This design comes from an exercise in tuning for small area and a short achievable clock period on the open sky130 flow, not from production work. Power figures rest on the tool's default switching activity, not on a simulated workload.

== job 2017 ==
==> flow/design.v (excerpt) <==
module desiredDrive_reg(
    input clk, rst_n,
    input [11:0] avg_torque,
    input [4:0] cadence,
    input not_pedaling,
    input [12:0] incline,
    input [2:0] scale,
    output logic [11:0] target_curr
);
logic [14:0] ts_nxt, ic_nxt;
logic [14:0] ts_rn, ic_rn;
desiredDrive iDD(.avg_torque(avg_torque), .cadence(cadence), .not_pedaling(not_pedaling),
                 .incline(incline), .scale(scale), .ts_prod(ts_nxt), .ic_prod(ic_nxt));
always_ff @(posedge clk, negedge rst_n) begin
    if (!rst_n)
        ts_rn <= 15'h7FFF;
    else
        ts_rn <= ~ts_nxt;
end
always_ff @(posedge clk)
    ic_rn <= ~ic_nxt;
logic [14:0] ts_r, ic_r;
assign ts_r = ~ts_rn;
assign ic_r = ~ic_rn;
wire b_p1 = ts_r[0] & ic_r[0];
wire b_p2 = ts_r[0] & ic_r[1];
wire b_p3 = ts_r[0] & ic_r[2];
wire b_p4 = ts_r[0] & ic_r[3];
wire b_p5 = ts_r[0] & ic_r[4];
wire b_p6 = ts_r[0] & ic_r[5];
wire b_p7 = ts_r[0] & ic_r[6];
wire b_p8 = ts_r[0] & ic_r[7];
wire b_p9 = ts_r[0] & ic_r[8];
wire b_p10 = ts_r[0] & ic_r[9];
wire b_p11 = ts_r[0] & ic_r[10];
wire b_p12 = ts_r[0] & ic_r[11];
wire b_p13 = ts_r[0] & ic_r[12];
wire b_p14 = ts_r[0] & ic_r[13];
wire b_p15 = ts_r[0] & ic_r[14];
wire b_p16 = ts_r[1] & ic_r[0];
wire b_p17 = ts_r[1] & ic_r[1];
wire b_p18 = ts_r[1] & ic_r[2];
wire b_p19 = ts_r[1] & ic_r[3];
wire b_p20 = ts_r[1] & ic_r[4];
wire b_p21 = ts_r[1] & ic_r[5];
wire b_p22 = ts_r[1] & ic_r[6];
wire b_p23 = ts_r[1] & ic_r[7];
wire b_p24 = ts_r[1] & ic_r[8];
wire b_p25 = ts_r[1] & ic_r[9];
wire b_p26 = ts_r[1] & ic_r[10];
wire b_p27 = ts_r[1] & ic_r[11];
wire b_p28 = ts_r[1] & ic_r[12];
wire b_p29 = ts_r[1] & ic_r[13];
wire b_p30 = ts_r[1] & ic_r[14];
  ...
Size: ~860 cells after synthesis, ~42 flip-flops.
==> flow/config.mk <==
export PLATFORM = sky130hd
export DESIGN_NAME = desiredDrive_reg
export DESIGN_NICKNAME = desiredDrive_reg
export VERILOG_FILES = /design/flow/design.v
export SDC_FILE = /design/flow/constraint.sdc
export NUM_CORES = 4
export LEC_CHECK = 0
export CAP_MARGIN = 20
export CORE_MARGIN = 2
export CORE_UTILIZATION = 40
export CTS_BUF_LIST = sky130_fd_sc_hd__clkbuf_4 sky130_fd_sc_hd__clkbuf_8
export SLEW_MARGIN = 20
==> flow/constraint.sdc <==
create_clock -name core_clock -period 13.0 [get_ports {clk}]
set_input_delay 2.6000 -clock core_clock [delete_from_list [all_inputs] [get_ports {clk}]]
set_output_delay 2.6000 -clock core_clock [all_outputs]
set_load 0.01 [all_outputs]
standard.sh (not shown) runs the stock make flow with config.mk's settings and CLKGATE_MAP_FILE= SYNTH_SCRIPT=/design/flow/synth_recipe.tcl, a recipe that flattens the netlist after the stock synthesis.
==> flow/flow/run.sh <==
#!/bin/bash
# Layout flow: the standard flow (standard.sh), with these changes:
#  - synthesis: Yosys's generic "synth -run fine:" step skips its early ABC
#    pass (-noabc), so that extract_fa sees the RTL's full adders as written
#    (without the input/output inversions that pass puts around them), and
#    extract_fa looks for full adders only (EXTRACT_FA_ARGS); the rest of
#    synthesis (dfflibmap, the final ABC mapping, flatten, renaming) is as in
#    the standard flow's synthesis;
#  - the port buffers are PORT_BUF cells;
#  - ORFS's timing repair aims for SETUP_SLACK_MARGIN ns of setup slack.
# The SDC, the clock period and every other step are the standard flow's.
set -euo pipefail
HERE=$(pwd)
EXTRACT_FA_ARGS=""
SETUP_MARGIN=6.8
PORT_BUF=sky130_fd_sc_hd__buf_1
# ORFS's synth.tcl with the changes
sed -e 's/synth -top \$::env(DESIGN_NAME) -run fine: {\*}\$synth_full_args/synth -top $::env(DESIGN_NAME) -run fine: -noabc {*}$synth_full_args/' \
    -e "s/extract_fa {\*}\[dont_use_extract_fa_args\]/extract_fa $EXTRACT_FA_ARGS/" \
    "$FLOW_HOME/scripts/synth.tcl" > "$HERE/synth_changed.tcl"
grep -q -- '-run fine: -noabc' "$HERE/synth_changed.tcl"
grep -q -- "^ *extract_fa $EXTRACT_FA_ARGS\$" "$HERE/synth_changed.tcl"
# The standard flow's synthesis wrapper, sourcing the changed synth.tcl
sed "s#source \$::env(SCRIPTS_DIR)/synth.tcl#source $HERE/synth_changed.tcl#" synth_recipe.tcl > "$HERE/flow_synth.tcl"
grep -q "source $HERE/synth_changed.tcl" "$HERE/flow_synth.tcl"
# The standard.sh, pointed at that wrapper
sed "s#SYNTH_SCRIPT=[^ ]*#SYNTH_SCRIPT=$HERE/flow_synth.tcl#" standard.sh > "$HERE/flow_standard.sh"
grep -q "SYNTH_SCRIPT=$HERE/flow_synth.tcl" "$HERE/flow_standard.sh"
bash "$HERE/flow_standard.sh" SETUP_SLACK_MARGIN=$SETUP_MARGIN \
    "BUFFER_PORTS_ARGS=-buffer_cell $PORT_BUF" finish > "$HERE/flow_make.log" 2>&1
## Diff of input files: job 6422 against job 2017
Settings: CTS_BUF_LIST removed (was sky130_fd_sc_hd__clkbuf_4 sky130_fd_sc_hd__clkbuf_8).
Between job 2017 and job 6422, the difference in sequential power is negligible.
Clock latency of the later-clocked register in the worst-skew pair: lower on job 6422
Comparing job 2017 and job 6422, hold slack is lower on job 6422.
Lower final critical-path share of the clock period among job 2017 and job 6422: job 2017
Function was not checked in any run of this note: the RTL went through the layout flow alone.

==> afterwards: timing with drivers on the ports <==
In the flow no input, the clock included, has a driving cell. The finished layouts below were timed again as built, in two steps. Step 1, drivers: a clkbuf_16 drives clk and a buf_2 each remaining input, both assumed. Step 2 moves the port delays by t, midway between the first and last clock arrival at a register: inputs arrive t later, outputs are due t later. That takes back most of the time a late clock gives input paths. Slacks: no drivers / after step 1 / after step 2; pairs: no drivers / after step 1.
run	t (ns)	setup WS [ns]	worst slew at a driven data input, ns
job 2017	0.364	6.843 / 6.846 / 6.482	0.06
job 6422	0.346	6.816 / 6.829 / 6.484	0.06
After both steps setup and hold are still met in every run listed. The setup slack of job 2017, which loses most, moves by +0.003 ns with the drivers and by -0.361 ns with both steps.
